From an optimization exercise on the open Yosys and OpenROAD flow, aimed at small area; shortcuts taken in it are not production practice.
In this exercise RTL edits were held to simulation tests only and were not proved equivalent to the original.
The clock input has no modelled driver; a real chip could not lean on it and would need a root buffer or a full tree.
Power and IR drop assume default switching activity.

==> flow/config.mk <==
export PLATFORM = sky130hd
export DESIGN_NAME = main
export DESIGN_NICKNAME = main
export VERILOG_FILES = /design/flow/design.v
export SDC_FILE = /design/flow/constraint.sdc
export NUM_CORES = 4
export LEC_CHECK = 0
export ABC_AREA = 1
export CAP_MARGIN = 20
export CORE_MARGIN = 2
export CORE_UTILIZATION = 40
export SLEW_MARGIN = 20
==> flow/constraint.sdc <==
create_clock -name core_clock -period 10.0 [get_ports {clk}]
set_input_delay 2.0000 -clock core_clock [delete_from_list [all_inputs] [get_ports {clk}]]
set_output_delay 2.0000 -clock core_clock [all_outputs]
set_load 0.01 [all_outputs]
==> flow/design.v <==
`timescale 1ns/10ps
module tbase(input clk, input rst, output tick, output last);
reg [5:0] s;
assign tick = s[0] & s[2] & s[3] & s[5];
assign last = s[0] & s[1] & s[4] & s[5];
always @(posedge clk)
  if (rst | last) s <= 6'd0;
  else s <= {s[4:0], ~(s[5] ^ s[0])};
endmodule
module tcount(input clk, input rst, input tick, output reg a, output reg [1:0] b, output reg [2:0] c);
always @(posedge clk)
  if (rst) begin a <= 1; b <= 2'b11; c <= 3'b000; end
  else if (tick) begin
    a <= ~a;
    b <= {b[0], ~(b[1] | b[0])};
    c <= {c[1:0], ~c[1] & (c[0] | ~c[2])};
  end
endmodule
module deb(input clk, input rst, input en, input key, output reg key_out);
reg [3:0] run;
wire flip = run[3] & run[1];
always @(posedge clk) begin
  if (rst) begin key_out <= 0; run <= 0; end
  else begin
    if (flip) begin key_out <= ~key_out; run <= 0; end
    else if (en) run <= (key == key_out) ? run + 4'd1 : 4'd0;
  end
end
endmodule
module cls(input clk, input rst, input tick, input tick10, input key, output reg [1:0] o);
reg lvl;
reg [7:0] win;
wire full = win[0] & ~win[1] & win[3] & ~win[4] & win[6];
always @(posedge clk) begin
  if (rst) begin lvl <= 0; win <= 8'd144; o <= 2'b01; end
  else begin
    if (tick && key != lvl) begin
      lvl <= key;
      win <= {7'b0010000, ~key};
      o <= {~key, full};
    end else if (tick10 && !full) win <= {win[6:0], win[7]^win[5]^win[2]^win[1]};
  end
end
endmodule
module symb(input clk, input rst, input tick, input [1:0] o, output [7:0] cnt, output reg chg, output reg [3:0] N, output reg [3:0] N34, output reg [3:0] N56);
reg EN;
reg [2:0] j;
reg [4:0] d;
wire clr = (o == 2'b01);
wire shift = o[1] & EN;
always @(posedge clk) begin
  EN <= ~o[1];
  if (rst) begin j <= 0; d <= 0; chg <= 0; end
  else if (clr) begin chg <= 1; j <= 0; d <= 0; end
  else if (shift) begin
    j <= {j[1] | (j[2] & ~j[0]), j[0], ~j[2]};
    d <= {d[3:0], o[0]};
    chg <= 0;
  end
end
wire [4:0] p = {j[2] & ~j[1], j[2] & ~j[0], j[2], j[1] | j[2], j[0] | j[2]};
assign cnt = {p[3], d[3], p[2], d[2], p[1], d[1], p[0], d[0]};
wire [3:0] dec = ~p[4] ? 4'd15 :
  (d == 5'b11111) ? 4'd0 :
  (d == 5'b01111) ? 4'd1 :
  (d == 5'b00111) ? 4'd2 :
  (d == 5'b00011) ? 4'd3 :
  (d == 5'b00001) ? 4'd4 :
  (d == 5'b00000) ? 4'd5 :
  (d == 5'b10000) ? 4'd6 :
  (d == 5'b11000) ? 4'd7 :
  (d == 5'b11100) ? 4'd8 :
  (d == 5'b11110) ? 4'd9 :
  4'd15;
always @(posedge clk) begin
  if (rst) begin N <= 4'd15; N34 <= 4'd15; end
  else begin
    if (tick) N <= dec;
    if (clr & ~chg) N34 <= N;
  end
  if (!rst && clr && !chg) N56 <= N34;
end
endmodule
module disp(input clk, input rst, input tick, input a, input [1:0] b, input [3:0] N, N34, N56, output [7:0] DISPLAYOUT, output [5:0] DIG);
wire na = ~a;
wire [1:0] nb = {b[0], ~(b[1] | b[0])};
wire selN = na ? (nb == 2'b00) : (nb == 2'b10);
wire sel34 = na ? (nb == 2'b10) : (nb == 2'b01);
wire [3:0] ch = selN ? N : sel34 ? N34 : N56;
wire valid = ~&ch;
reg [3:0] nib;
always @(posedge clk)
  if (rst) nib <= 4'd15;
  else if (tick) nib <= na ? (valid ? 4'd3 : 4'd0) : (valid ? ch : 4'd0);
assign DISPLAYOUT[0] = (~nib[3] & nib[2] & nib[0]) | (~nib[3] & nib[1]) | (nib[3] & ~nib[2]) | (~nib[2] & ~nib[0]);
assign DISPLAYOUT[1] = (~nib[3] & nib[1]) | (~nib[2]) | (~nib[0]);
assign DISPLAYOUT[2] = (~nib[3] & nib[0]) | (~nib[1]);
assign DISPLAYOUT[3] = ~((~nib[3] & ~nib[2] & ~nib[1] & nib[0]) | (nib[2] & ~nib[1] & ~nib[0]) | (nib[2] & nib[1] & nib[0]));
assign DISPLAYOUT[4] = ~((nib[2] & ~nib[1]) | (nib[0]));
assign DISPLAYOUT[5] = ~((~nib[3] & ~nib[2] & nib[0]) | (nib[1]));
assign DISPLAYOUT[6] = ~((~nib[3] & ~nib[2] & ~nib[1]) | (nib[2] & nib[1]));
assign DISPLAYOUT[7] = (nib[2] & nib[1] & ~nib[0]);
wire R = &b;
assign DIG[0] = ~(b == 2'b10 & ~a) & ~R;
assign DIG[1] = ~(b == 2'b00 & a) & ~R;
assign DIG[2] = ~(b == 2'b01 & ~a) & ~R;
assign DIG[3] = ~(b == 2'b10 & a) & ~R;
assign DIG[4] = ~(b == 2'b00 & ~a) & ~R;
assign DIG[5] = ~(b == 2'b01 & a) & ~R;
endmodule
module main (input clk,rst,key,output[5:0] DIG,output[7:0]DISPLAYOUT,output test,output change,output [1:0] out,output [7:0]cnt);
wire tick, last, a;
wire [1:0] b;
wire [2:0] c;
wire [3:0] N, N34, N56;
wire tick10 = last & ~a & ~c[2] & ~c[0];
tbase u_tbase(clk, rst, tick, last);
tcount u_tcount(clk, rst, tick, a, b, c);
deb u_deb(clk, rst, tick10, key, test);
cls u_cls(clk, rst, tick, tick10, test, out);
symb u_symb(clk, rst, tick, out, cnt, change, N, N34, N56);
disp u_disp(clk, rst, tick, a, b, N, N34, N56, DISPLAYOUT, DIG);
endmodule
==> flow/flow/run.sh <==
#!/bin/bash
# Standard ORFS layout (bash standard.sh), with these changes to how it is made:
#  * synthesis extracts no half/full-adder cells, and ABC maps for area only
#    (flow/abc_area.script replaces ORFS's, which buffers and upsizes for
#    speed; the 10 ns clock leaves ample slack),
#  * ports are buffered with buf_1 instead of the default buffer,
#  * the clock tree uses clkbuf_8 and no dummy loads.
# make's output goes to flow.log; each ORFS step logs to orfs/logs/.
set -euo pipefail
here=$PWD
rm -rf "$here/scripts"
cp -r "$FLOW_HOME/scripts" "$here/scripts"
cp "$here/flow/abc_area.script" "$here/scripts/abc_area.script"
export SCRIPTS_DIR="$here/scripts"
export ADDER_MAP_FILE=""
export BUFFER_PORTS_ARGS="-buffer_cell sky130_fd_sc_hd__buf_1"
export CTS_ARGS="-repair_clock_nets -dont_use_dummy_load -buf_list sky130_fd_sc_hd__clkbuf_16 -root_buf sky130_fd_sc_hd__clkbuf_16"
bash standard.sh finish > "$here/flow.log" 2>&1
==> flow/flow/abc_area.script <==
strash
ifraig
scorr
dc2
dch -f
amap
strash
dc2
dch -f
amap
topo
==> flow/standard.sh <==
#!/bin/bash
# synth_recipe.tcl (not shown) runs the flow's synth.tcl, then flattens the netlist and writes it again
# the make line also repeats each setting of config.mk as NAME=value (left out here)
make -C /OpenROAD-flow-scripts/flow DESIGN_CONFIG=/design/flow/config.mk WORK_HOME=/design/flow/orfs CLKGATE_MAP_FILE= SYNTH_SCRIPT=/design/flow/synth_recipe.tcl "${@:-finish}"
==> flow_summary_export.csv, run 1 <==
group,metric,value,unit
timing,setup_violations,0,
floorplan,initial_core_util,41.5,%
timing,setup_slack,6.59,ns
timing,slew_headroom,62.9,%
critical_path,crit_path_start_kind,"register",
critical_path,crit_arrival,1.41,ns
global_route,grt_usage,15.5,%
synth,synth_cell_types,28,
timing,clock.fmax,0.293,GHz
layout,fill_cells,585,
layout,antennaDiodeCount,0,
floorplan,io_pins,29,
drt,firstDrtPassIters,4,
timing,final.setup.tns,0,ns
synth,synth_edf_count,4,
place,dp_hpwl,3380,um
synth,synth_xor_area_share,0,%
place,port_buffers,28,
synth,synth_compound_area_share,20.7,%
timing,grt_setup_unrepaired,"false",
critical_path,path_cells,"clkinv_1 > nor3_1 > nor2_1 > buf_1",
drt,routed-via-count,2022,
drt,viasPerCell,5.12,
clock_network,holdBufCountCts,0,
drt,drtAntennaViolNets,0,
clock_network,cts_tree,"yes",
synth,syn-cell-area,2300,um^2
synth,yosysMostFrequentCell,"nor2_1",
synth,synth_nets,296,
drt,initialDrtViolationCount,136,
synth,yosys-mux-area-fraction,0,%
timing,worstMarginPinSlew,0.557,ns
critical_path,cp_max_fo,7,
layout,layout-drive-gt1-share,2.17,%
drt,post_drt_wl_per_cell,11.6,um
clock_network,h-tree-depth,2,
global_route,grt_pass1_vias,1769,
synth,yosysTopAreaCell,"dfxtp_1",
synth,netlist.area_leader.share,43.5,%
clock_network,cts_buffer_depth,2,
clock_network,numCtsBuffers,5,
flow_run,max_cap_violations,0,
floorplan,core,5540,um^2
global_route,overflow,0,
critical_path,worstSetupPathType,"register to primary output",
clock_network,clk_latency,0.28,ns
synth,synth-simple-area-share,21.6,%
synth,ys_top_cells_by_area,"dfxtp_1 (44%), nor2_1 (11%), clkinv_1 (7.3%)",
layout,multi_input_area,973,um^2
pwr,power.density,148,nW/um^2
floorplan,dieArea,6380,um^2
synth,syn_avg_cell_area,7.85,um^2
synth,synth_flop_cell,"dfxtp_1",
place,gp_congestion,0.845,
pwr,ir_drop,63.7,uV
layout,seq_area,1120,um^2
critical_path,cp-end-kind,"primary output",
place,dp_slack,6.88,ns
global_route,grt_first_pass_wirelength,7830,um
place,placed_cell_area,2470,um^2
synth,yosys-top-cells-count,"nor2_1 (70), dfxtp_1 (50), clkinv_1 (45)",
clock_network,post-cts-setup-buffers,0,
synth,ys_async_sr_fraction,0,%
timing,finalCriticalPeriod,3.41,ns
timing,fin_worst_skew,0.00684,ns
drt,drc,0,
critical_path,required,8.00,ns
timing,fin_crit_sh,34.1,%
floorplan,die_h,79.8,um
synth,yosys_warnings,6,
synth,ys_ff_latch,54,
synth,syn_inst,293,
run_status,status,"finished clean",
clock_network,cts_resized,0,
timing,drv_slew,0,
pwr,p_leak,0.903,nW
floorplan,row_count,27,
synth,synth_fa_ha_area_share,0,%
layout,final_area,2600,um^2
clock_network,path_clk_slew,0.06,ns
critical_path,crit_path_max_incr_delay,0.41,ns
layout,area_growth,12.9,%
floorplan,fp.dieW,79.8,um
layout,finish.net_count,328,
synth,ys_seq_area_share,48.7,%
clock_network,cts_root_buffer,"clkbuf_16",
timing,finalHoldViolCount,0,
global_route,antenna_found_initial,0,
synth,synth_top_family_by_area,"simple AND/OR/NAND/NOR gates",
min_path,hold_class,"register to register",
drt,wl,4580,um
critical_path,slowest_stage,"dfxtp_1",
clock_network,cts.sinks,54,
global_route,grt_max_degree,23,
-- stage by stage --
step,hold slack (ns),total power [mW],cells,utilization [%]
finish,0.415,0.385,395,46.9
CTS,0.419,0.391,395,46.9
global placement,0.410,0.233,390,44.6
global route,0.436,0.400,395,46.9
detailed placement,0.416,0.233,390,44.6
floorplan,0.404,0.230,293,-
-- cells by family (layout without fill, tap and decap cells) --
| kind of cell | count (synthesis) | in the layout |
|---|---|---|
| flip-flops | 54 | 54 |
| buffers and inverters | 50 | 80 |
| AND/OR/NAND/NOR | 116 | 116 |
| AO/OA/AOI/OAI | 73 | 73 |
-- registers in the layout, indices dropped and copies added, names as in the netlist --
| register | flops |
|---|---|
| u_cls.lvl | 1 |
| u_cls.o | 2 |
| u_cls.win | 8 |
| u_deb.key_out | 1 |
| u_deb.run | 4 |
| u_disp.nib | 4 |
| u_symb.EN | 1 |
| u_symb.N | 4 |
| u_symb.N34 | 4 |
| u_symb.N56 | 4 |
| u_symb.chg | 1 |
| u_symb.d | 5 |
| u_symb.j | 3 |
| u_tbase.s | 6 |
| u_tcount.a | 1 |
| u_tcount.b | 2 |
| u_tcount.c | 3 |
-- area by class of cell --
class / count / share of cell area [%]
Clock buffer: 5 / 4.81
Inverter: 45 / 6.50
Multi-Input combinational cell: 189 / 37.5
Sequential cell: 54 / 43.1
Tap cell: 72 / 3.47
Timing Repair Buffer: 30 / 4.62
-- worst paths after layout --
path / start / end / slack [ns] / depth (start not counted)
worst max register to register: u_tcount.a$_SDFFE_PP1P_ / u_disp.nib[2]$_SDFFE_PP1P_ / 7.47 / 8
worst max-delay path: u_tcount.a$_SDFFE_PP1P_ / DIG[1] / 6.59 / 4
worst min register to register: u_tbase.s[2]$_SDFF_PP0_ / u_tbase.s[3]$_SDFF_PP0_ / 0.42 / 2
worst min-delay path: u_tbase.s[2]$_SDFF_PP0_ / u_tbase.s[3]$_SDFF_PP0_ / 0.42 / 2
-- layout by cell type (no fill, tap or decap), types with 2 or more instances in the layout --
master / netlist / final
a211oi_1: 3 / 3
a21oi_1: 22 / 22
a221o_1: 4 / 4
a221oi_1: 6 / 6
a22oi_1: 6 / 6
buf_1: 0 / 28
buf_4: 5 / 2
clkbuf_16: 0 / 5
clkinv_1: 45 / 45
dfxtp_1: 50 / 50
edfxtp_1: 4 / 4
nand2_1: 13 / 13
nand3_1: 2 / 2
nand4_1: 2 / 2
nor2_1: 70 / 70
nor2b_1: 2 / 2
nor3_1: 17 / 17
o21ai_0: 18 / 18
o221ai_1: 6 / 6
o22ai_1: 2 / 2
o32ai_1: 2 / 2
or2_0: 4 / 4
or3_1: 3 / 3
-- critical path: cells and delay by family, from the launching register on --
family                 cells  cell delay, ns
flip-flops                 1            0.41
AND/OR/NAND/NOR            2            0.36
buffers and inverters      2            0.35
-- per-layer routing --
metal	vias to the layer above	GRT usage [%]	wire [um]	share of wire [%]
li1	1082	-	-	-
met1	906	20.4	2300	50
met2	30	24.8	2070	45
met3	4	4.07	176	3.8
met4	0	5.08	42	0.92
met5	-	0	0	0
-- power breakdown --
part           internal (mW)  switching, mW  total (mW)
logic                0.00239        0.00527     0.00766
registers              0.220        0.00107       0.221
clock network         0.0886         0.0684       0.157
total                  0.311         0.0747       0.385
==> run 2, diff against run 1 <==
--- a/flow/flow/run.sh
+++ b/flow/flow/run.sh
@@ -15,4 +15,4 @@
 export ADDER_MAP_FILE=""
 export BUFFER_PORTS_ARGS="-buffer_cell sky130_fd_sc_hd__buf_1"
-export CTS_ARGS="-repair_clock_nets -dont_use_dummy_load -buf_list sky130_fd_sc_hd__clkbuf_16 -root_buf sky130_fd_sc_hd__clkbuf_16"
+export CTS_ARGS="-sink_clustering_enable -repair_clock_nets -dont_use_dummy_load -buf_list sky130_fd_sc_hd__clkbuf_8"
 bash standard.sh finish > "$here/flow.log" 2>&1
==> flow_summary_export.csv, run 2 <==
group,metric,value,unit
critical_path,cp-end-kind,"primary output",
clock_network,h-tree-depth,2,
pwr,pwr-share-clk,32.4,%
min_path,hp-start,"u_tbase.s[2]$_SDFF_PP0_",
timing,finalCriticalPeriod,3.43,ns
global_route,overflow,0,
synth,syn_avg_cell_area,7.85,um^2
layout,regMostFlops,"u_cls.win",
synth,ys_async_sr_fraction,0,%
drt,routed-via-count,2002,
critical_path,critical_path_buf_inv_count,2,
drt,drc,0,
clock_network,cts_root_buffer,"clkbuf_8",
synth,yosys-top-cells-count,"nor2_1 (70), dfxtp_1 (50), clkinv_1 (45)",
timing,whs,0.417,ns
synth,synth_cell_types,28,
pwr,p_switching,0.0703,mW
timing,grt_setup_unrepaired,"false",
layout,area_growth,10.5,%
timing,finalHoldViolCount,0,
clock_network,cts_buffer_depth,2,
floorplan,fp.dieW,79.8,um
critical_path,worstSetupPathType,"register to primary output",
pwr,power,0.337,mW
synth,syn-cell-area,2300,um^2
layout,antennaDiodeCount,0,
layout,layout-drive-gt1-share,2.17,%
critical_path,crit_path_start,"u_tcount.a$_SDFFE_PP1P_",
clock_network,cts_resized,0,
critical_path,r2r_cells,8,
synth,yosysTopAreaCell,"dfxtp_1",
timing,fin_worst_skew,0.0120,ns
pwr,power.density,133,nW/um^2
drt,wl,4520,um
place,gp_congestion,0.845,
floorplan,io_pins,29,
timing,clock.fmax,0.292,GHz
synth,ys_top_cells_by_area,"dfxtp_1 (44%), nor2_1 (11%), clkinv_1 (7.3%)",
critical_path,rr_startpoint,"u_tcount.a$_SDFFE_PP1P_",
timing,setup_violations,0,
global_route,antenna_found_initial,0,
critical_path,crit_family,"flip-flops",
pwr,intPower,0.267,mW
critical_path,cp_max_fo,7,
min_path,hold_class,"register to register",
flow_run,max_cap_violations,0,
pwr,swShare,20.8,%
global_route,grt_usage,15.4,%
clock_network,cts.sinks,54,
timing,worstMarginPinSlew,0.557,ns
layout,largest_reg_flops,8,
run_status,status,"finished clean",
timing,fin_crit_sh,34.3,%
clock_network,holdBufCountCts,0,
drt,viasPerCell,5.07,
synth,syn_inst,293,
layout,finish.net_count,328,
critical_path,cp_num_cells,4,
drt,initialDrtViolationCount,131,
clock_network,clk_latency,0.30,ns
critical_path,rrSetupSlack,7.47,ns
synth,yosysMostFrequentCell,"nor2_1",
floorplan,core,5540,um^2
synth,synth_flop_cell,"dfxtp_1",
drt,firstDrtPassIters,4,
clock_network,post-cts-setup-buffers,0,
pwr,p_leak,0.877,nW
drt,post_drt_wl_per_cell,11.5,um
drt,drtAntennaViolNets,0,
synth,synth_nets,296,
critical_path,path_cells,"clkinv_1 > nor3_1 > nor2_1 > buf_1",
critical_path,endpoint,"DIG[1]",
timing,final.setup.tns,0,ns
clock_network,path_clk_slew,0.08,ns
layout,largestRegisters,"u_cls.win x8, u_tbase.s x6, u_symb.d x5",
place,port_buffers,28,
synth,netlist.area_leader.share,43.5,%
pwr,combPwrFrac,2.3,%
synth,ys_seq_area_share,48.7,%
critical_path,crit_path_start_kind,"register",
critical_path,rr_endpoint,"u_disp.nib[2]$_SDFFE_PP1P_",
global_route,grt_first_pass_wirelength,7820,um
critical_path,slowest_stage,"dfxtp_1",
clock_network,numCtsBuffers,5,
clock_network,cts_tree,"yes",
floorplan,die_h,79.8,um
layout,layout_commonest_cell,"nor2_1",
floorplan,initial_core_util,41.5,%
floorplan,dieArea,6380,um^2
critical_path,crit_arrival,1.43,ns
critical_path,crit_path_max_incr_delay,0.42,ns
layout,final_cell_mix,"nor2_1 (70), dfxtp_1 (50), clkinv_1 (45)",
pwr,ir_drop,69.7,uV
timing,slew_headroom,62.8,%
synth,ys_ff_latch,54,
global_route,grt_max_degree,23,
timing,drv_slew,0,
pwr,seqPwrFrac,65.4,%
floorplan,row_count,27,
critical_path,required,8.00,ns
global_route,grt_pass1_vias,1767,
place,dp_hpwl,3380,um
synth,yosys_warnings,6,
synth,synth_edf_count,4,
-- run 2: cell count changes in the layout (fill, tap and decap cells not counted) --
cell       change
clkbuf_8       +5
clkbuf_16      -5
-- run 2: cells by family after synthesis --
group | share of synthesized area (%)
compound gates | 20.7
flops | 48.7
buf+inv | 8.97
simple gates | 21.6
-- run 2: cell type report --
type | instances | area, um^2
fill | 595 | 3000
sequential | 54 | 1120
multi-input combinational | 189 | 973
inverter | 45 | 169
timing repair buffer | 30 | 120
tap | 72 | 90.1
clock buffer | 5 | 68.8
-- run 2: how the worst min path moves through the flow --
stage                                         end  slack (ns)  cells after the start
after global routing      u_tbase.s[3]$_SDFF_PP0_        0.44                      2
after detailed placement  u_tbase.s[3]$_SDFF_PP0_        0.42                      2
after global placement    u_tbase.s[3]$_SDFF_PP0_        0.41                      2
after CTS                 u_tbase.s[3]$_SDFF_PP0_        0.42                      2
after floorplan           u_tbase.s[4]$_SDFF_PP0_        0.40                      2
final                     u_tbase.s[3]$_SDFF_PP0_        0.42                      2
-- run 2: per-layer routing --
metal | up-vias | wire (um) | global-route usage [%]
met3 | 5 | 138 | 4.07
met5 | - | 0 | 0
met1 | 896 | 2330 | 20.5
li1 | 1078 | - | -
met4 | 0 | 36 | 4.58
met2 | 23 | 2020 | 24.5
-- run 2: power by group through the flow --
| stage | logic (mW) | clock network [mW] | registers, mW |
|---|---|---|---|
| final | 0.00763 | 0.109 | 0.221 |
| after global routing | 0.00889 | 0.122 | 0.221 |
| after detailed placement | 0.00780 | 0 | 0.226 |
| after floorplan | 0.00446 | 0 | 0.225 |
| after CTS | 0.00782 | 0.113 | 0.221 |
| after global placement | 0.00778 | 0 | 0.226 |
-- run 2: through the flow --
step                area, um^2  utilization, %  worst slack, ns  instances
floorplan                 2300               -             7.10        293
global placement          2470            44.6             6.89        390
detailed placement        2470            44.6             6.88        390
CTS                       2540            45.9             6.57        395
global route              2540            45.9             6.42        395
finish                    2540            45.9             6.57        395
-- run 2: tightest hold or removal path, cell delays in order (launching register included) --
cell      delay [ns]
dfxtp_1         0.30
clkinv_1        0.05
nor2_1          0.03
==> run 3, diff against run 2 <==
--- a/flow/flow/run.sh
+++ b/flow/flow/run.sh
@@ -15,4 +15,4 @@
 export ADDER_MAP_FILE=""
 export BUFFER_PORTS_ARGS="-buffer_cell sky130_fd_sc_hd__buf_1"
-export CTS_ARGS="-sink_clustering_enable -repair_clock_nets -dont_use_dummy_load -buf_list sky130_fd_sc_hd__clkbuf_8"
+export CTS_ARGS="-sink_clustering_enable -repair_clock_nets -dont_use_dummy_load -buf_list sky130_fd_sc_hd__clkbuf_8 -sink_buffer_max_cap_derate 1.0 -sink_clustering_size 60 -sink_clustering_max_diameter 1000"
 bash standard.sh finish > "$here/flow.log" 2>&1
==> flow_summary_export.csv, run 3 <==
group,metric,value,unit
floorplan,fp.dieW,79.8,um
critical_path,r2r_cells,8,
place,gp_congestion,0.845,
clock_network,holdBufCountCts,0,
clock_network,cts_buffer_depth,2,
critical_path,rr_startpoint,"u_tcount.a$_SDFFE_PP1P_",
global_route,grt_first_pass_wirelength,7820,um
pwr,p_switching,0.0703,mW
layout,layout-drive-gt1-share,2.17,%
drt,post_drt_wl_per_cell,11.5,um
synth,yosysTopAreaCell,"dfxtp_1",
synth,netlist.area_leader.share,43.5,%
place,dp_hpwl,3380,um
timing,fin_worst_skew,0.0120,ns
pwr,intPower,0.267,mW
clock_network,h-tree-depth,2,
timing,setup_violations,0,
clock_network,cts_resized,0,
timing,drv_slew,0,
pwr,seqPwrFrac,65.4,%
pwr,power.density,133,nW/um^2
floorplan,dieArea,6380,um^2
synth,ys_ff_latch,54,
place,dp_slack,6.88,ns
synth,yosysMostFrequentCell,"nor2_1",
clock_network,clk_latency,0.30,ns
floorplan,core,5540,um^2
critical_path,crit_arrival,1.43,ns
pwr,ir_drop,69.7,uV
synth,syn_inst,293,
critical_path,crit_family,"flip-flops",
layout,antennaDiodeCount,0,
drt,initialDrtViolationCount,131,
clock_network,cts_tree,"yes",
critical_path,path_cells,"clkinv_1 > nor3_1 > nor2_1 > buf_1",
min_path,min_path_cells,2,
timing,finalHoldViolCount,0,
layout,fill_cells,595,
pwr,pwr-share-clk,32.4,%
global_route,antenna_found_initial,0,
global_route,grt_max_degree,23,
pwr,p_leak,0.877,nW
layout,area_growth,10.5,%
floorplan,io_pins,29,
timing,clock.fmax,0.292,GHz
global_route,overflow,0,
critical_path,rr_endpoint,"u_disp.nib[2]$_SDFFE_PP1P_",
critical_path,required,8.00,ns
critical_path,cp-end-kind,"primary output",
drt,wl,4520,um
synth,synth_cell_types,28,
synth,ys_async_sr_fraction,0,%
min_path,worstHoldEndpoint,"u_tbase.s[3]$_SDFF_PP0_",
timing,finalCriticalPeriod,3.43,ns
critical_path,crit_path_max_incr_delay,0.42,ns
flow_run,max_cap_violations,0,
critical_path,worstSetupPathType,"register to primary output",
synth,ys_seq_area_share,48.7,%
drt,routed-via-count,2002,
floorplan,initial_core_util,41.5,%
pwr,power,0.337,mW
layout,largestRegisters,"u_cls.win x8, u_tbase.s x6, u_symb.d x5",
layout,largest_reg_flops,8,
synth,yosys-top-cells-count,"nor2_1 (70), dfxtp_1 (50), clkinv_1 (45)",
critical_path,critical_path_buf_inv_count,2,
timing,grt_setup_unrepaired,"false",
min_path,hp-start,"u_tbase.s[2]$_SDFF_PP0_",
timing,final.setup.tns,0,ns
layout,finish.net_count,328,
critical_path,rrSetupSlack,7.47,ns
layout,regMostFlops,"u_cls.win",
critical_path,cp_max_fo,7,
global_route,grt_pass1_vias,1767,
synth,yosys_warnings,6,
run_status,status,"finished clean",
clock_network,cts_root_buffer,"clkbuf_8",
synth,synth_edf_count,4,
layout,layout_commonest_cell,"nor2_1",
synth,synth_flop_cell,"dfxtp_1",
timing,setup_slack,6.57,ns
drt,firstDrtPassIters,4,
synth,syn-cell-area,2300,um^2
place,port_buffers,28,
clock_network,cts.sinks,54,
min_path,hold_class,"register to register",
global_route,grt_usage,15.4,%
synth,syn_avg_cell_area,7.85,um^2
clock_network,post-cts-setup-buffers,0,
timing,fin_crit_sh,34.3,%
synth,synth_nets,296,
layout,final_cell_mix,"nor2_1 (70), dfxtp_1 (50), clkinv_1 (45)",
drt,drc,0,
floorplan,die_h,79.8,um
clock_network,path_clk_slew,0.08,ns
pwr,swShare,20.8,%
drt,viasPerCell,5.07,
pwr,combPwrFrac,2.3,%
synth,ys_top_cells_by_area,"dfxtp_1 (44%), nor2_1 (11%), clkinv_1 (7.3%)",
critical_path,slowest_stage,"dfxtp_1",
floorplan,row_count,27,
clock_network,numCtsBuffers,5,
timing,slew_headroom,62.8,%
timing,worstMarginPinSlew,0.557,ns
critical_path,crit_path_start_kind,"register",
drt,drtAntennaViolNets,0,
-- run 3: cell counts in the layout (fill, tap and decap cells not counted) --
Identical to the previous run, type by type.
-- run 3: tightest hold or removal path, cell delays in order (launching register included) --
cell and delay (ns):
dfxtp_1 0.30, clkinv_1 0.05, nor2_1 0.03
-- run 3: power by group through the flow --
stage,combinational [mW],clock [mW],sequential (mW)
finish,0.00763,0.109,0.221
global route,0.00889,0.122,0.221
CTS,0.00782,0.113,0.221
detailed placement,0.00780,0,0.226
global placement,0.00778,0,0.226
floorplan,0.00446,0,0.225
-- run 3: logic make-up (layout without fill, tap and decap cells) --
group	count (synthesis)	after routing	share of synthesized area [%]
flops	54	54	48.7
simple gates	116	116	21.6
compound gates	73	73	20.7
buf+inv	50	80	8.97
-- run 3: layout make-up --
type / count / area [um^2] / share of cell area, %
Clock buffer: 5 / 68.8 / 2.71
Inverter: 45 / 169 / 6.64
Sequential cell: 54 / 1120 / 44.1
Multi-Input combinational cell: 189 / 973 / 38.3
Timing Repair Buffer: 30 / 120 / 4.72
Tap cell: 72 / 90.1 / 3.54
-- run 3: metrics by stage --
stage / area, um^2 / hold slack, ns / util [%] / std cells
after floorplan: 2300 / 0.404 / - / 293
after global placement: 2470 / 0.410 / 44.6 / 390
after CTS: 2540 / 0.421 / 45.9 / 395
after global routing: 2540 / 0.439 / 45.9 / 395
final: 2540 / 0.417 / 45.9 / 395
after detailed placement: 2470 / 0.416 / 44.6 / 390
-- run 3: how the worst max path moves through the flow --
stage	start	to	slack, ns	cells after the start
floorplan	u_disp.nib[0]$_SDFFE_PP1P_	DISPLAYOUT[0]	7.10	5
global placement	rst	u_deb.run[3]$_SDFFE_PP0P_	6.89	5
detailed placement	rst	u_deb.run[2]$_SDFFE_PP0P_	6.88	5
CTS	u_tcount.a$_SDFFE_PP1P_	DIG[1]	6.57	4
global route	u_tcount.a$_SDFFE_PP1P_	DIG[1]	6.42	4
finish	u_tcount.a$_SDFFE_PP1P_	DIG[1]	6.57	4
-- run 3: metal layers --
metal	global-route usage, %	share of wire [%]	vias up
met1	20.5	51	896
met4	4.58	0.80	0
met2	24.5	45	23
met3	4.07	3.1	5
li1	-	-	1078
met5	0	0	-
==> run 4, diff against run 3 <==
--- a/flow/design.v
+++ b/flow/design.v
@@ -61,18 +61,18 @@
 wire [4:0] p = {j[2] & ~j[1], j[2] & ~j[0], j[2], j[1] | j[2], j[0] | j[2]};
 assign cnt = {p[3], d[3], p[2], d[2], p[1], d[1], p[0], d[0]};
-wire [3:0] dec = ~p[4] ? 4'd15 :
-  (d == 5'b11111) ? 4'd0 :
-  (d == 5'b01111) ? 4'd1 :
-  (d == 5'b00111) ? 4'd2 :
-  (d == 5'b00011) ? 4'd3 :
-  (d == 5'b00001) ? 4'd4 :
-  (d == 5'b00000) ? 4'd5 :
-  (d == 5'b10000) ? 4'd6 :
-  (d == 5'b11000) ? 4'd7 :
-  (d == 5'b11100) ? 4'd8 :
-  (d == 5'b11110) ? 4'd9 :
-  4'd15;
+wire [3:0] dec = ~p[4] ? 4'b0000 :
+  (d == 5'b11111) ? 4'b1111 :
+  (d == 5'b01111) ? 4'b0001 :
+  (d == 5'b00111) ? 4'b1100 :
+  (d == 5'b00011) ? 4'b1000 :
+  (d == 5'b00001) ? 4'b0010 :
+  (d == 5'b00000) ? 4'b1011 :
+  (d == 5'b10000) ? 4'b1101 :
+  (d == 5'b11000) ? 4'b1001 :
+  (d == 5'b11100) ? 4'b1110 :
+  (d == 5'b11110) ? 4'b1010 :
+  4'b0000;
 always @(posedge clk) begin
-  if (rst) begin N <= 4'd15; N34 <= 4'd15; end
+  if (rst) begin N <= 4'b0000; N34 <= 4'b0000; end
   else begin
     if (tick) N <= dec;
@@ -88,17 +88,17 @@
 wire sel34 = na ? (nb == 2'b10) : (nb == 2'b01);
 wire [3:0] ch = selN ? N : sel34 ? N34 : N56;
-wire valid = ~&ch;
+wire valid = (ch != 4'b0000);
 reg [3:0] nib;
 always @(posedge clk)
-  if (rst) nib <= 4'd15;
-  else if (tick) nib <= na ? (valid ? 4'd3 : 4'd0) : (valid ? ch : 4'd0);
-assign DISPLAYOUT[0] = (~nib[3] & nib[2] & nib[0]) | (~nib[3] & nib[1]) | (nib[3] & ~nib[2]) | (~nib[2] & ~nib[0]);
-assign DISPLAYOUT[1] = (~nib[3] & nib[1]) | (~nib[2]) | (~nib[0]);
-assign DISPLAYOUT[2] = (~nib[3] & nib[0]) | (~nib[1]);
-assign DISPLAYOUT[3] = ~((~nib[3] & ~nib[2] & ~nib[1] & nib[0]) | (nib[2] & ~nib[1] & ~nib[0]) | (nib[2] & nib[1] & nib[0]));
-assign DISPLAYOUT[4] = ~((nib[2] & ~nib[1]) | (nib[0]));
-assign DISPLAYOUT[5] = ~((~nib[3] & ~nib[2] & nib[0]) | (nib[1]));
-assign DISPLAYOUT[6] = ~((~nib[3] & ~nib[2] & ~nib[1]) | (nib[2] & nib[1]));
-assign DISPLAYOUT[7] = (nib[2] & nib[1] & ~nib[0]);
+  if (rst) nib <= 4'b0000;
+  else if (tick) nib <= na ? (valid ? 4'b1000 : 4'b1111) : (valid ? ch : 4'b1111);
+assign DISPLAYOUT[0] = nib[3];
+assign DISPLAYOUT[1] = ~((~nib[2] & nib[1] & nib[0]) | (~nib[3] & ~nib[1] & ~nib[0]));
+assign DISPLAYOUT[2] = ~((~nib[3] & ~nib[1] & ~nib[0]) | (nib[2] & ~nib[1]));
+assign DISPLAYOUT[3] = ~((~nib[3]) | (~nib[2] & ~nib[1] & nib[0]));
+assign DISPLAYOUT[4] = nib[2];
+assign DISPLAYOUT[5] = nib[1];
+assign DISPLAYOUT[6] = (nib[3] & ~nib[0]) | (~nib[2] & nib[1]);
+assign DISPLAYOUT[7] = (nib[2] & ~nib[1] & nib[0]);
 wire R = &b;
 assign DIG[0] = ~(b == 2'b10 & ~a) & ~R;
--- a/flow/flow/run.sh
+++ b/flow/flow/run.sh
@@ -15,4 +15,4 @@
 export ADDER_MAP_FILE=""
 export BUFFER_PORTS_ARGS="-buffer_cell sky130_fd_sc_hd__buf_1"
-export CTS_ARGS="-sink_clustering_enable -repair_clock_nets -dont_use_dummy_load -buf_list sky130_fd_sc_hd__clkbuf_8 -sink_buffer_max_cap_derate 1.0 -sink_clustering_size 60 -sink_clustering_max_diameter 1000"
+export CTS_ARGS="-sink_clustering_enable -repair_clock_nets -dont_use_dummy_load -buf_list sky130_fd_sc_hd__clkbuf_8"
 bash standard.sh finish > "$here/flow.log" 2>&1
==> flow_summary_export.csv, run 4 <==
group,metric,value,unit
floorplan,row_count,27,
clock_network,cts.sinks,54,
critical_path,required,8.00,ns
clock_network,path_clk_slew,0.09,ns
drt,drtAntennaViolNets,0,
floorplan,initial_core_util,41.1,%
synth,synth_flop_cell,"dfxtp_1",
synth,ys_ff_latch,54,
synth,ys_top_cells_by_area,"dfxtp_1 (45%), nor2_1 (11%), clkinv_1 (5.4%)",
timing,worstMarginPinSlew,0.906,ns
clock_network,cts_root_buffer,"clkbuf_8",
critical_path,crit_path_start_kind,"register",
timing,fin_worst_skew,0.0192,ns
clock_network,cts_resized,0,
critical_path,worstSetupPathType,"register to primary output",
timing,final.setup.tns,0,ns
synth,yosysTopAreaCell,"dfxtp_1",
place,dp_slack,6.85,ns
synth,yosys_warnings,6,
critical_path,crit_family,"flip-flops",
flow_run,max_cap_violations,0,
place,dp_hpwl,3140,um
clock_network,cts_tree,"yes",
synth,syn_inst,273,
clock_network,holdBufCountCts,0,
timing,setup_slack,6.57,ns
synth,syn_avg_cell_area,8.19,um^2
drt,viasPerCell,5.08,
global_route,antenna_found_initial,0,
layout,finish.net_count,305,
drt,wl,4370,um
timing,drv_slew,0,
drt,post_drt_wl_per_cell,11.7,um
layout,layout_commonest_cell,"nor2_1",
layout,layout-drive-gt1-share,2.33,%
floorplan,io_pins,29,
critical_path,crit_path_start,"u_tcount.a$_SDFFE_PP1P_",
pwr,ir_drop,62.0,uV
timing,grt_setup_unrepaired,"false",
synth,ys_async_sr_fraction,0,%
floorplan,dieArea,6200,um^2
synth,ys_seq_area_share,50.1,%
floorplan,die_h,78.8,um
timing,setup_violations,0,
clock_network,post-cts-setup-buffers,0,
clock_network,cts_buffer_depth,2,
layout,fill_cells,573,
critical_path,crit_path_max_incr_delay,0.44,ns
layout,final_cell_mix,"nor2_1 (63), dfxtp_1 (50), clkinv_1 (32)",
layout,final_area,2450,um^2
global_route,grt_max_degree,24,
layout,regMostFlops,"u_cls.win",
min_path,hp-start,"u_tbase.s[2]$_SDFF_PP0_",
synth,netlist.area_leader.share,44.8,%
layout,area_growth,9.79,%
timing,slew_headroom,39.1,%
layout,antennaDiodeCount,0,
clock_network,numCtsBuffers,5,
place,placed_cell_area,2390,um^2
global_route,grt_pass1_vias,1705,
critical_path,path_cells,"clkinv_1 > nor3_1 > nor2_1 > buf_1",
synth,yosys-top-cells-count,"nor2_1 (63), dfxtp_1 (50), clkinv_1 (32)",
clock_network,clk_latency,0.31,ns
drt,initialDrtViolationCount,65,
global_route,grt_usage,15.4,%
floorplan,fp.dieW,78.8,um
timing,finalHoldViolCount,0,
global_route,overflow,0,
critical_path,rr_startpoint,"u_tbase.s[0]$_SDFF_PP0_",
place,port_buffers,28,
layout,final_util,45.1,%
drt,firstDrtPassIters,4,
synth,synth_nets,276,
pwr,power.density,136,nW/um^2
timing,whs,0.432,ns
synth,synth_cell_types,30,
drt,drc,0,
layout,largestRegisters,"u_cls.win x8, u_tbase.s x6, u_symb.d x5",
floorplan,core,5440,um^2
critical_path,cp_max_fo,7,
layout,largest_reg_flops,8,
synth,synth_edf_count,4,
pwr,p_leak,0.885,nW
critical_path,critical_path_buf_inv_count,2,
timing,fin_crit_sh,34.3,%
timing,clock.fmax,0.292,GHz
critical_path,slowest_stage,"dfxtp_1",
critical_path,cp-end-kind,"primary output",
place,gp_congestion,0.788,
timing,finalCriticalPeriod,3.43,ns
synth,syn-cell-area,2240,um^2
min_path,hold_class,"register to register",
clock_network,h-tree-depth,2,
run_status,status,"finished clean",
global_route,grt_first_pass_wirelength,7630,um
critical_path,crit_arrival,1.43,ns
synth,yosysMostFrequentCell,"nor2_1",
drt,routed-via-count,1889,
==> run 4: metrics by stage <==
step / total power, mW / std cells
finish: 0.335 / 372
CTS: 0.339 / 372
global placement: 0.231 / 367
global route: 0.347 / 372
detailed placement: 0.231 / 367
floorplan: 0.228 / 273
==> run 4: logic make-up after synthesis <==
group                  share of synthesized area, %
AO/OA/AOI/OAI                                  21.3
AND/OR/NAND/NOR                                20.5
buffers and inverters                          8.06
flip-flops                                     50.1
==> run 4: worst reg2reg max path: stages (launching register included) <==
cell and delay [ns]:
dfxtp_1 0.37, nand2_1 0.08, nor3_1 0.73, clkinv_1 0.72
nor3_1 0.43, nor2_1 0.13, clkinv_1 0.09, nor2_1 0.08
a221o_1 0.35
==> run 4: path summary, 6_finish.rpt <==
| path | end | slack (ns) | depth (start not counted) |
|---|---|---|---|
| worst max-delay path | DIG[1] | 6.57 | 4 |
| worst min register to register | u_tbase.s[3]$_SDFF_PP0_ | 0.43 | 2 |
| worst min-delay path | u_tbase.s[3]$_SDFF_PP0_ | 0.43 | 2 |
| worst max register to register | u_cls.win[4]$_SDFFE_PP1P_ | 6.93 | 8 |
==> run 4: area by class of cell <==
class / instances / area [um^2] / share of cell area, %
tap: 72 / 90.1 / 3.67
timing repair buffer: 30 / 120 / 4.89
multi-input combinational: 179 / 935 / 38.1
clock buffer: 5 / 68.8 / 2.80
inverter: 32 / 120 / 4.89
sequential: 54 / 1120 / 45.7
==> run 4: power by group <==
part	internal (mW)	leakage, nW	total, mW	switching (mW)
Sequential	0.219	0.443	0.220	0.000810
Clock	0.0453	0.0359	0.109	0.0634
Combinational	0.00168	0.406	0.00625	0.00457
Total	0.266	0.885	0.335	0.0688
==> run 4: per-layer routing <==
| metal | track usage (%) | share of wire (%) |
|---|---|---|
| met5 | 0 | 0 |
| met4 | 6.84 | 1.7 |
| met3 | 3.18 | 3.6 |
| met2 | 23.4 | 42 |
| met1 | 21.1 | 53 |
==> run 5, diff against run 4 <==
--- a/flow/flow/run.sh
+++ b/flow/flow/run.sh
@@ -12,7 +12,11 @@
 cp -r "$FLOW_HOME/scripts" "$here/scripts"
 cp "$here/flow/abc_area.script" "$here/scripts/abc_area.script"
+cp "$here/flow/cts.tcl" "$here/scripts/cts.tcl"
 export SCRIPTS_DIR="$here/scripts"
 export ADDER_MAP_FILE=""
 export BUFFER_PORTS_ARGS="-buffer_cell sky130_fd_sc_hd__buf_1"
-export CTS_ARGS="-sink_clustering_enable -repair_clock_nets -dont_use_dummy_load -buf_list sky130_fd_sc_hd__clkbuf_8"
+export CTS_ARGS="-sink_clustering_enable -repair_clock_nets -dont_use_dummy_load -apply_ndr none -buf_list sky130_fd_sc_hd__clkbuf_8"
+export CLOCK_PORT_NET=clk
+export CLOCK_LEAVES=2
+export CLOCK_LEAF_BUFFER=sky130_fd_sc_hd__clkbuf_16
 bash standard.sh finish > "$here/flow.log" 2>&1
==> flow/flow/cts.tcl (new file) <==
utl::set_metrics_stage "cts__{}"
source $::env(SCRIPTS_DIR)/load.tcl
source $::env(SCRIPTS_DIR)/lec_check.tcl
erase_non_stage_variables cts
load_design 3_place.odb 3_place.sdc
source_step_tcl PRE CTS

# Clone clock tree inverters next to register loads
# so cts does not try to buffer the inverted clocks.
repair_clock_inverters

proc save_progress { stage } {
  puts "Run 'make gui_$stage.odb' to load progress snapshot"
  orfs_write_db $::env(RESULTS_DIR)/$stage.odb
  orfs_write_sdc $::env(RESULTS_DIR)/$stage.sdc
}

# Run CTS
set cts_args [list \
  -sink_clustering_enable \
  -repair_clock_nets]

append_env_var cts_args CTS_BUF_DISTANCE -distance_between_buffers 1
append_env_var cts_args CTS_CLUSTER_SIZE -sink_clustering_size 1
append_env_var cts_args CTS_CLUSTER_DIAMETER -sink_clustering_max_diameter 1
append_env_var cts_args CTS_BUF_LIST -buf_list 1
append_env_var cts_args CTS_LIB_NAME -library 1


if { [env_var_exists_and_non_empty CTS_ARGS] } {
  set cts_args $::env(CTS_ARGS)
}

set_dont_use $::env(DONT_USE_CELLS)

log_cmd clock_tree_synthesis {*}$cts_args

# Trim the clock tree built above (root buffer -> leaf buffers -> flip-flops):
# the root buffer is removed and the clock port drives the leaf buffers
# directly; with CLOCK_LEAVES 2 the four leaves are also merged in pairs into
# two CLOCK_LEAF_BUFFER cells, each placed at the centre of its flip-flops.
if { [env_var_exists_and_non_empty CLOCK_LEAVES] } {
  set block [ord::get_db_block]
  set portnet [$block findNet $::env(CLOCK_PORT_NET)]
  set root ""
  foreach it [$portnet getITerms] {
    if { [$it isInputSignal] } { set root [$it getInst] }
  }
  set rootnet [[$root findITerm X] getNet]
  set leaves {}
  foreach it [$rootnet getITerms] {
    if { [$it getInst] != $root } { lappend leaves [$it getInst] }
  }
  foreach leaf $leaves {
    set a [$leaf findITerm A]
    $a disconnect
    $a connect $portnet
  }
  odb::dbInst_destroy $root
  odb::dbNet_destroy $rootnet
  proc sink_centre { leaf } {
    set sx 0; set sy 0; set n 0
    foreach it [[[$leaf findITerm X] getNet] getITerms] {
      if { [$it getInst] == $leaf } { continue }
      set loc [[$it getInst] getLocation]
      set sx [expr {$sx + [lindex $loc 0]}]; set sy [expr {$sy + [lindex $loc 1]}]; incr n
    }
    return [list [expr {$sx / $n}] [expr {$sy / $n}]]
  }
  if { $::env(CLOCK_LEAVES) == 2 && [llength $leaves] == 4 } {
    # pair the leaves so that the paired sink centres are closest
    set c {}
    foreach leaf $leaves { lappend c [sink_centre $leaf] }
    proc d2 { p q } { expr {([lindex $p 0]-[lindex $q 0])**2 + ([lindex $p 1]-[lindex $q 1])**2} }
    set best ""
    foreach pr {{0 1 2 3} {0 2 1 3} {0 3 1 2}} {
      lassign $pr i j k l
      set cost [expr {[d2 [lindex $c $i] [lindex $c $j]] + [d2 [lindex $c $k] [lindex $c $l]]}]
      if { $best == "" || $cost < [lindex $best 0] } { set best [list $cost $pr] }
    }
    lassign [lindex $best 1] i j k l
    foreach {keep drop} [list [lindex $leaves $i] [lindex $leaves $j] [lindex $leaves $k] [lindex $leaves $l]] {
      set keepnet [[$keep findITerm X] getNet]
      set dropnet [[$drop findITerm X] getNet]
      foreach it [$dropnet getITerms] {
        if { [$it getInst] == $drop } { continue }
        $it disconnect
        $it connect $keepnet
      }
      odb::dbInst_destroy $drop
      odb::dbNet_destroy $dropnet
      $keep swapMaster [[ord::get_db] findMaster $::env(CLOCK_LEAF_BUFFER)]
      lassign [sink_centre $keep] x y
      $keep setLocation $x $y
    }
  }
  set n 0
  foreach it [$portnet getITerms] { incr n }
  puts "Trimmed clock tree: the clock port drives $n cells"
}

utl::push_metrics_stage "cts__{}__pre_repair_timing"
log_cmd estimate_parasitics -placement
if { $::env(DETAILED_METRICS) } {
  report_metrics 4 "cts pre-repair-timing"
}
utl::pop_metrics_stage

set_placement_padding -global \
  -left $::env(CELL_PAD_IN_SITES_DETAIL_PLACEMENT) \
  -right $::env(CELL_PAD_IN_SITES_DETAIL_PLACEMENT)

set result [catch { detailed_placement } msg]
if { $result != 0 } {
  save_progress 4_1_error
  error "Detailed placement failed in CTS: $msg"
}

log_cmd estimate_parasitics -placement

if { $::env(CTS_SNAPSHOTS) } {
  save_progress 4_1_pre_repair_hold_setup
}

if { !$::env(SKIP_CTS_REPAIR_TIMING) } {
  if { $::env(EQUIVALENCE_CHECK) } {
    write_eqy_verilog 4_before_rsz.v
  }
  if { $::env(LEC_CHECK) } {
    write_lec_verilog 4_before_rsz_lec.v
  }

  repair_timing_helper

  if { $::env(EQUIVALENCE_CHECK) } {
    run_equivalence_test
  }
  if { $::env(LEC_CHECK) } {
    write_lec_verilog 4_after_rsz_lec.v
    run_lec_test 4_rsz 4_before_rsz_lec.v 4_after_rsz_lec.v
  }

  set result [catch { detailed_placement } msg]
  if { $result != 0 } {
    save_progress 4_1_error
    error "Detailed placement failed in CTS: $msg"
  }

  check_placement -verbose
}

report_metrics 4 "cts final"

source_step_tcl POST CTS

orfs_write_db $::env(RESULTS_DIR)/4_1_cts.odb
orfs_write_sdc $::env(RESULTS_DIR)/4_cts.sdc
==> flow_summary_export.csv, run 5 <==
group,metric,value,unit
synth,synth_xor_area_share,0,%
floorplan,dieArea,6200,um^2
synth,synth_nets,276,
clock_network,clk_latency,0.16,ns
place,gp_congestion,0.788,
flow_run,max_cap_violations,0,
drt,wl,4250,um
drt,firstDrtPassIters,4,
layout,final_cell_mix,"nor2_1 (63), dfxtp_1 (50), clkinv_1 (32)",
clock_network,cts.sinks,54,
synth,yosys-top-cells-count,"nor2_1 (63), dfxtp_1 (50), clkinv_1 (32)",
critical_path,worstSetupPathType,"register to primary output",
floorplan,die_h,78.8,um
layout,antennaDiodeCount,0,
layout,area_growth,8.95,%
synth,synth_edf_count,4,
timing,fin_crit_sh,32.9,%
place,dp_hpwl,3140,um
floorplan,io_pins,29,
synth,syn_inst,273,
layout,largestRegisters,"u_cls.win x8, u_tbase.s x6, u_symb.d x5",
synth,syn-cell-area,2240,um^2
timing,final.setup.tns,0,ns
global_route,grt_max_degree,29,
drt,initialDrtViolationCount,65,
global_route,grt_first_pass_wirelength,7490,um
synth,ys_top_cells_by_area,"dfxtp_1 (45%), nor2_1 (11%), clkinv_1 (5.4%)",
pwr,power.density,129,nW/um^2
layout,layout_commonest_cell,"nor2_1",
synth,yosysTopAreaCell,"dfxtp_1",
drt,post_drt_wl_per_cell,11.5,um
clock_network,path_clk_slew,0.10,ns
min_path,hold_class,"register to register",
synth,ys_seq_area_share,50.1,%
run_status,status,"finished clean",
synth,synth_top_family_by_area,"compound AO/OA/AOI/OAI gates",
timing,fin_worst_skew,0.00861,ns
timing,finalCriticalPeriod,3.29,ns
layout,largest_reg_flops,8,
global_route,grt_pass1_vias,1673,
critical_path,crit_arrival,1.29,ns
synth,yosysMostFrequentCell,"nor2_1",
synth,synth_cell_types,30,
layout,layout-drive-gt1-share,1.35,%
synth,synth_flop_cell,"dfxtp_1",
synth,synth_compound_area_share,21.3,%
synth,ys_async_sr_fraction,0,%
layout,finish.net_count,302,
synth,yosys_warnings,6,
synth,syn_avg_cell_area,8.19,um^2
global_route,grt_usage,14.0,%
place,dp_slack,6.85,ns
critical_path,cp-end-kind,"primary output",
global_route,antenna_found_initial,0,
timing,drv_slew,0,
timing,setup_slack,6.71,ns
floorplan,row_count,27,
layout,regMostFlops,"u_cls.win",
timing,worstMarginPinSlew,0.906,ns
layout,final_util,44.8,%
critical_path,cp_max_fo,7,
pwr,ir_drop,80.5,uV
clock_network,post-cts-setup-buffers,0,
floorplan,initial_core_util,41.1,%
critical_path,crit_family,"flip-flops",
drt,viasPerCell,5.05,
clock_network,holdBufCountCts,0,
place,port_buffers,28,
critical_path,slowest_stage,"dfxtp_1",
critical_path,path_cells,"clkinv_1 > nor3_1 > nor2_1 > buf_1",
synth,netlist.area_leader.share,44.8,%
timing,slew_headroom,39.2,%
timing,grt_setup_unrepaired,"false",
critical_path,crit_path_max_incr_delay,0.44,ns
critical_path,crit_path_start_kind,"register",
floorplan,core,5440,um^2
timing,clock.fmax,0.304,GHz
critical_path,required,8.00,ns
clock_network,cts_resized,0,
synth,yosys-mux-area-fraction,0,%
critical_path,critical_path_buf_inv_count,2,
global_route,overflow,0,
layout,fill_cells,571,
synth,synth_fa_ha_area_share,0,%
pwr,p_leak,0.874,nW
synth,ys_ff_latch,54,
timing,setup_violations,0,
synth,synth-simple-area-share,20.5,%
drt,drc,0,
timing,finalHoldViolCount,0,
drt,routed-via-count,1863,
drt,drtAntennaViolNets,0,
floorplan,fp.dieW,78.8,um
==> run 5: worst paths after layout <==
| path | start | depth (start not counted) | endpoint | slack [ns] |
|---|---|---|---|---|
| max | u_tcount.a$_SDFFE_PP1P_ | 4 | DIG[1] | 6.71 |
| min | u_tbase.s[2]$_SDFF_PP0_ | 2 | u_tbase.s[3]$_SDFF_PP0_ | 0.43 |
| max reg2reg | u_tbase.s[0]$_SDFF_PP0_ | 8 | u_cls.win[7]$_SDFFE_PP1P_ | 6.92 |
| min reg2reg | u_tbase.s[2]$_SDFF_PP0_ | 2 | u_tbase.s[3]$_SDFF_PP0_ | 0.43 |
==> run 5: metal layers <==
layer / GRT usage (%) / up-vias / wire, um
met4: 1.05 / 0 / 17
met2: 23.4 / 25 / 1860
li1: - / 1003 / -
met1: 21.0 / 833 / 2260
met3: 0.682 / 2 / 119
met5: 0 / - / 0
==> run 5: per-stage QoR <==
step | std cells | hold WS, ns | total power, mW | instance area, um^2
finish | 369 | 0.433 | 0.315 | 2440
global route | 369 | 0.458 | 0.327 | 2440
floorplan | 273 | 0.404 | 0.228 | 2240
CTS | 369 | 0.437 | 0.319 | 2440
detailed placement | 367 | 0.415 | 0.231 | 2390
global placement | 367 | 0.421 | 0.231 | 2390
==> run 5: worst register-to-register path: stages, from the launching register on <==
cell and delay (ns):
dfxtp_1 0.38, nand2_1 0.08, nor3_1 0.73, clkinv_1 0.72, nor3_1 0.43, nor2_1 0.13, clkinv_1 0.09, nor2_1 0.08
a221o_1 0.35
==> run 5: logic make-up (layout without fill, tap and decap cells) <==
family	count (synthesis)	count (layout)
and+or+nand+nor	107	107
AOI/OAI and AO/OA	72	72
buffers and inverters	40	64
DFF	54	54
==> run 5: final cells by class <==
| class | count | area (um^2) | area share, % |
|---|---|---|---|
| sequential | 54 | 1120 | 46.0 |
| multi-input combinational | 179 | 935 | 38.4 |
| timing repair buffer | 30 | 120 | 4.93 |
| inverter | 32 | 120 | 4.93 |
| tap | 72 | 90.1 | 3.70 |
| clock buffer | 2 | 50.0 | 2.05 |
==> run 5: power by group <==
part           total (mW)  internal (mW)  switching (mW)  leakage [nW]
registers           0.220          0.219        0.000805         0.443
clock network      0.0893         0.0369          0.0524        0.0246
logic             0.00627        0.00168         0.00459         0.406
total               0.315          0.257          0.0578         0.874
==> run 6, diff against run 5 <==
--- a/flow/flow/run.sh
+++ b/flow/flow/run.sh
@@ -5,5 +5,7 @@
 #    speed; the 10 ns clock leaves ample slack),
 #  * ports are buffered with buf_1 instead of the default buffer,
-#  * the clock tree uses clkbuf_8 and no dummy loads.
+#  * the clock tree (flow/cts.tcl): CTS with clkbuf_8, no dummy loads and no
+#    non-default routing rule, then its root buffer is removed and its four
+#    leaves merged in pairs into two clkbuf_16 fed by the clock port.
 # make's output goes to flow.log; each ORFS step logs to orfs/logs/.
 set -euo pipefail
--- a/flow/config.mk
+++ b/flow/config.mk
@@ -9,4 +9,4 @@
 export CAP_MARGIN = 20
 export CORE_MARGIN = 2
-export CORE_UTILIZATION = 40
+export CORE_UTILIZATION = 65
 export SLEW_MARGIN = 20
==> flow_summary_export.csv, run 6 <==
group,metric,value,unit
global_route,overflow,0,
pwr,seqPwrFrac,70.1,%
timing,whs,0.431,ns
pwr,swShare,17.9,%
layout,stdcell_count,343,
drt,drtAntennaViolNets,0,
drt,routed-via-count,1904,
global_route,grt_pass1_vias,1743,
critical_path,crit_path_max_incr_delay,0.45,ns
synth,synth_compound_area_share,21.3,%
drt,firstDrtPassIters,4,
pwr,power.density,130,nW/um^2
synth,synth_nets,276,
pwr,intPower,0.257,mW
global_route,grt_usage,22.5,%
critical_path,worstSetupPathType,"register to primary output",
timing,fin_crit_sh,32.9,%
pwr,p_leak,0.874,nW
synth,synth_edf_count,4,
place,dp.cells,341,
layout,finish.net_count,302,
min_path,hold_class,"register to register",
critical_path,path_cells,"clkinv_1 > nor3_1 > nor2_1 > buf_1",
critical_path,r2r_cells,9,
timing,clock.fmax,0.304,GHz
synth,synth_cell_types,30,
pwr,ir_drop,102,uV
layout,antennaDiodeCount,0,
synth,synth_fa_ha_area_share,0,%
timing,finalHoldViolCount,0,
place,placed_cell_area,2360,um^2
min_path,min_path_cells,2,
floorplan,dieArea,3930,um^2
critical_path,cp_max_fo,7,
timing,drv_slew,0,
timing,slew_headroom,53.5,%
layout,final_cell_mix,"nor2_1 (63), dfxtp_1 (50), clkinv_1 (32)",
synth,yosys-top-cells-count,"nor2_1 (63), dfxtp_1 (50), clkinv_1 (32)",
critical_path,crit_path_start_kind,"register",
flow_run,max_cap_violations,0,
synth,synth_xor_area_share,0,%
clock_network,path_clk_slew,0.10,ns
clock_network,clk_latency,0.16,ns
critical_path,slowest_stage,"dfxtp_1",
critical_path,required,8.00,ns
layout,largest_reg_flops,8,
floorplan,row_count,21,
timing,finalCriticalPeriod,3.29,ns
synth,synth-simple-area-share,20.5,%
floorplan,fp.dieW,62.7,um
floorplan,core,3310,um^2
synth,ys_ff_latch,54,
global_route,grt_max_degree,29,
clock_network,cts.sinks,54,
drt,initialDrtViolationCount,132,
drt,post_drt_wl_per_cell,12.5,um
layout,area_growth,7.78,%
floorplan,initial_core_util,67.5,%
drt,drc,0,
layout,layout-drive-gt1-share,1.68,%
synth,syn_avg_cell_area,8.19,um^2
clock_network,post-cts-setup-buffers,0,
timing,setup_violations,0,
synth,netlist.area_leader.share,44.8,%
synth,yosysMostFrequentCell,"nor2_1",
timing,worstMarginPinSlew,0.692,ns
critical_path,crit_family,"flip-flops",
clock_network,holdBufCountCts,0,
synth,synth_top_family_by_area,"compound AO/OA/AOI/OAI gates",
drt,viasPerCell,5.55,
place,port_buffers,28,
layout,regMostFlops,"u_cls.win",
timing,grt_setup_unrepaired,"false",
clock_network,cts_resized,0,
layout,final_area,2410,um^2
floorplan,die_h,62.7,um
critical_path,crit_arrival,1.29,ns
critical_path,critical_path_buf_inv_count,2,
place,dp_hpwl,3250,um
synth,ys_top_cells_by_area,"dfxtp_1 (45%), nor2_1 (11%), clkinv_1 (5.4%)",
synth,yosysTopAreaCell,"dfxtp_1",
timing,final.setup.tns,0,ns
synth,syn_inst,273,
run_status,status,"finished clean",
synth,ys_async_sr_fraction,0,%
global_route,grt_first_pass_wirelength,7530,um
floorplan,io_pins,29,
critical_path,cp_num_cells,4,
pwr,pwr-share-clk,27.9,%
layout,largestRegisters,"u_cls.win x8, u_tbase.s x6, u_symb.d x5",
synth,ys_seq_area_share,50.1,%
pwr,combPwrFrac,2.0,%
pwr,power,0.313,mW
layout,layout_commonest_cell,"nor2_1",
critical_path,cp-end-kind,"primary output",
synth,syn-cell-area,2240,um^2
synth,yosys-mux-area-fraction,0,%
drt,wl,4270,um
synth,synth_flop_cell,"dfxtp_1",
place,gp_congestion,0.857,
global_route,antenna_found_initial,0,
pwr,p_switching,0.0561,mW
timing,fin_worst_skew,0.00625,ns
synth,yosys_warnings,6,
[run 6: cell types whose count changed in the layout (fill, tap and decap cells not counted)]
cell,previous run,this run
nor4_2,0,1
nor4_1,1,0
[run 6: cells by family after synthesis]
group | Yosys count
flip-flops | 54
AND/OR/NAND/NOR | 107
AO/OA/AOI/OAI | 72
buffers and inverters | 40
[run 6: power by group through the flow]
stage                     Sequential (mW)  Combinational [mW]  Clock [mW]
after global routing                0.220             0.00727      0.0957
after CTS                           0.220             0.00636      0.0890
after detailed placement            0.225             0.00632           0
after global placement              0.225             0.00609           0
final                               0.220             0.00636      0.0874
after floorplan                     0.225             0.00314           0
[run 6: path summary, 6_finish.rpt]
kind                                              start                         to  slack (ns)
worst max-delay path            u_tcount.a$_SDFFE_PP1P_                     DIG[1]        6.71
worst min register to register  u_tbase.s[2]$_SDFF_PP0_    u_tbase.s[3]$_SDFF_PP0_        0.43
worst min-delay path            u_tbase.s[2]$_SDFF_PP0_    u_tbase.s[3]$_SDFF_PP0_        0.43
worst max register to register  u_tbase.s[0]$_SDFF_PP0_  u_cls.win[7]$_SDFFE_PP1P_        7.58
[run 6: tightest hold or removal path: cells and delay by family, from the launching register on]
| kind | cells | cell delay, ns |
|---|---|---|
| AND/OR/NAND/NOR | 1 | 0.04 |
| flip-flops | 1 | 0.32 |
| buffers and inverters | 1 | 0.05 |
[run 6: final cells by class]
| class | count | area (um^2) |
|---|---|---|
| Fill cell | 270 | 901 |
| Timing Repair Buffer | 30 | 120 |
| Tap cell | 46 | 57.6 |
| Clock buffer | 2 | 50.0 |
| Sequential cell | 54 | 1120 |
| Multi-Input combinational cell | 179 | 941 |
| Inverter | 32 | 120 |
[run 6: routing by layer]
layer  global-route usage, %  routed length, um  vias up  part of all wire, %
met5                       0                  0        -                    0
met4                    3.06                 57        0                  1.3
met3                   0.721                129        5                  3.0
met2                    39.9               2000       37                   47
met1                    31.7               2090      865                   49
li1                        -                  -      997                    -
[run 6: per-stage QoR]
step	setup slack [ns]	util, %
finish	6.71	72.8
detailed placement	6.90	71.3
floorplan	7.11	-
CTS	6.71	72.8
global route	6.53	72.8
global placement	6.92	71.1
==> run 7, diff against run 6 <==
--- a/flow/config.mk
+++ b/flow/config.mk
@@ -9,4 +9,4 @@
 export CAP_MARGIN = 20
 export CORE_MARGIN = 2
-export CORE_UTILIZATION = 65
+export CORE_UTILIZATION = 40
 export SLEW_MARGIN = 20
==> flow_summary_export.csv, run 7 <==
group,metric,value,unit
run_status,status,"finished clean",
floorplan,initial_core_util,41.1,%
critical_path,slowest_stage,"dfxtp_1",
global_route,grt_first_pass_wirelength,7490,um
drt,drtAntennaViolNets,0,
pwr,p_leak,0.874,nW
critical_path,endpoint,"DIG[1]",
critical_path,rr_startpoint,"u_tbase.s[0]$_SDFF_PP0_",
drt,routed-via-count,1863,
timing,final.setup.tns,0,ns
critical_path,cp-end-kind,"primary output",
critical_path,r2r_cells,8,
synth,netlist.area_leader.share,44.8,%
drt,drc,0,
layout,fill_cells,571,
layout,antennaDiodeCount,0,
synth,ys_seq_area_share,50.1,%
layout,final_cell_mix,"nor2_1 (63), dfxtp_1 (50), clkinv_1 (32)",
synth,synth_cell_types,30,
timing,finalCriticalPeriod,3.29,ns
global_route,grt_max_degree,29,
synth,yosysMostFrequentCell,"nor2_1",
timing,setup_violations,0,
critical_path,crit_path_start_kind,"register",
floorplan,core,5440,um^2
synth,ys_top_cells_by_area,"dfxtp_1 (45%), nor2_1 (11%), clkinv_1 (5.4%)",
pwr,power.density,129,nW/um^2
synth,syn-cell-area,2240,um^2
drt,initialDrtViolationCount,65,
clock_network,cts_resized,0,
timing,worstMarginPinSlew,0.906,ns
place,placed_cell_area,2390,um^2
critical_path,rrSetupSlack,6.92,ns
drt,post_drt_wl_per_cell,11.5,um
layout,finish.net_count,302,
synth,syn_avg_cell_area,8.19,um^2
synth,yosys-top-cells-count,"nor2_1 (63), dfxtp_1 (50), clkinv_1 (32)",
critical_path,rr_endpoint,"u_cls.win[7]$_SDFFE_PP1P_",
drt,wl,4250,um
timing,slew_headroom,39.2,%
place,gp_congestion,0.788,
place,dp_hpwl,3140,um
synth,syn_inst,273,
synth,synth_nets,276,
layout,area_growth,8.95,%
timing,fin_crit_sh,32.9,%
clock_network,path_clk_slew,0.10,ns
critical_path,cp_max_fo,7,
synth,synth_flop_cell,"dfxtp_1",
layout,layout-drive-gt1-share,1.35,%
synth,synth_edf_count,4,
clock_network,holdBufCountCts,0,
global_route,antenna_found_initial,0,
critical_path,crit_path_start,"u_tcount.a$_SDFFE_PP1P_",
critical_path,required,8.00,ns
floorplan,dieArea,6200,um^2
floorplan,io_pins,29,
min_path,hold_class,"register to register",
timing,fin_worst_skew,0.00861,ns
critical_path,crit_path_max_incr_delay,0.44,ns
critical_path,worstSetupPathType,"register to primary output",
place,port_buffers,28,
synth,ys_ff_latch,54,
synth,ys_async_sr_fraction,0,%
global_route,grt_pass1_vias,1673,
clock_network,post-cts-setup-buffers,0,
pwr,ir_drop,80.5,uV
floorplan,fp.dieW,78.8,um
global_route,grt_usage,14.0,%
layout,layout_commonest_cell,"nor2_1",
floorplan,die_h,78.8,um
timing,grt_setup_unrepaired,"false",
timing,finalHoldViolCount,0,
global_route,overflow,0,
timing,drv_slew,0,
flow_run,max_cap_violations,0,
timing,clock.fmax,0.304,GHz
layout,largest_reg_flops,8,
clock_network,clk_latency,0.16,ns
layout,final_area,2440,um^2
drt,firstDrtPassIters,4,
layout,regMostFlops,"u_cls.win",
layout,largestRegisters,"u_cls.win x8, u_tbase.s x6, u_symb.d x5",
critical_path,path_cells,"clkinv_1 > nor3_1 > nor2_1 > buf_1",
floorplan,row_count,27,
drt,viasPerCell,5.05,
critical_path,crit_arrival,1.29,ns
synth,yosysTopAreaCell,"dfxtp_1",
synth,yosys_warnings,6,
clock_network,cts.sinks,54,
==> run 7: cell counts after synthesis <==
Identical to the previous run, type by type.
==> run 7: report_power, final <==
group	total [mW]	internal (mW)	switching, mW	leakage, nW
Sequential	0.220	0.219	0.000805	0.443
Clock	0.0893	0.0369	0.0524	0.0246
Combinational	0.00627	0.00168	0.00459	0.406
Total	0.315	0.257	0.0578	0.874
==> run 7: how the worst min path moves through the flow <==
stage | startpoint | endpoint | slack, ns | cells past startpoint
after global placement | u_tbase.s[3]$_SDFF_PP0_ | u_tbase.s[4]$_SDFF_PP0_ | 0.42 | 2
after detailed placement | u_tbase.s[2]$_SDFF_PP0_ | u_tbase.s[3]$_SDFF_PP0_ | 0.41 | 2
after floorplan | u_tbase.s[3]$_SDFF_PP0_ | u_tbase.s[4]$_SDFF_PP0_ | 0.40 | 2
after CTS | u_tbase.s[2]$_SDFF_PP0_ | u_tbase.s[3]$_SDFF_PP0_ | 0.44 | 2
final | u_tbase.s[2]$_SDFF_PP0_ | u_tbase.s[3]$_SDFF_PP0_ | 0.43 | 2
after global routing | u_tbase.s[3]$_SDFF_PP0_ | u_tbase.s[4]$_SDFF_PP0_ | 0.46 | 2
==> run 7: stage by stage <==
| step | cells | utilization, % | hold slack [ns] | setup slack (ns) | power, mW |
|---|---|---|---|---|---|
| 5_1_grt | 369 | 44.8 | 0.458 | 6.43 | 0.327 |
| 2_1_floorplan | 273 | - | 0.404 | 7.11 | 0.228 |
| 4_1_cts | 369 | 44.8 | 0.437 | 6.71 | 0.319 |
| 3_3_place_gp | 367 | 43.9 | 0.421 | 6.87 | 0.231 |
| 3_5_place_dp | 367 | 43.9 | 0.415 | 6.85 | 0.231 |
| 6_report | 369 | 44.8 | 0.433 | 6.71 | 0.315 |
==> run 7: cell type report <==
cell class / instances / area (um^2) / share of cell area [%]
Clock buffer: 2 / 50.0 / 2.05
Timing Repair Buffer: 30 / 120 / 4.93
Tap cell: 72 / 90.1 / 3.70
Inverter: 32 / 120 / 4.93
Multi-Input combinational cell: 179 / 935 / 38.4
Sequential cell: 54 / 1120 / 46.0
==> run 7: routing by layer <==
metal / vias up / wire length [um] / global-route usage [%]
met5: - / 0 / 0
met4: 0 / 17 / 1.05
met3: 2 / 119 / 0.682
met2: 25 / 1860 / 23.4
met1: 833 / 2260 / 21.0
li1: 1003 / - / -
==> run 7: logic make-up (layout without fill, tap and decap cells) <==
| family | count (synthesis) | after routing | share of synthesized area (%) |
|---|---|---|---|
| AOI/OAI and AO/OA | 72 | 72 | 21.3 |
| buffers and inverters | 40 | 64 | 8.06 |
| DFF | 54 | 54 | 50.1 |
| and+or+nand+nor | 107 | 107 | 20.5 |
==> run 7: worst max-delay path: cells and delay by family (launching register included) <==
| kind | cells | cell delay, ns |
|---|---|---|
| flops | 1 | 0.44 |
| simple gates | 2 | 0.35 |
| buf+inv | 2 | 0.34 |

Re-timed with assumed drivers on the ports (clkbuf_16 on the clock, buf_2 on other inputs), run 7 has 6.666 ns of setup slack against 6.709 ns with ideal ports, and 6.867 ns once port delays also move by the mid clock arrival of 0.203 ns.
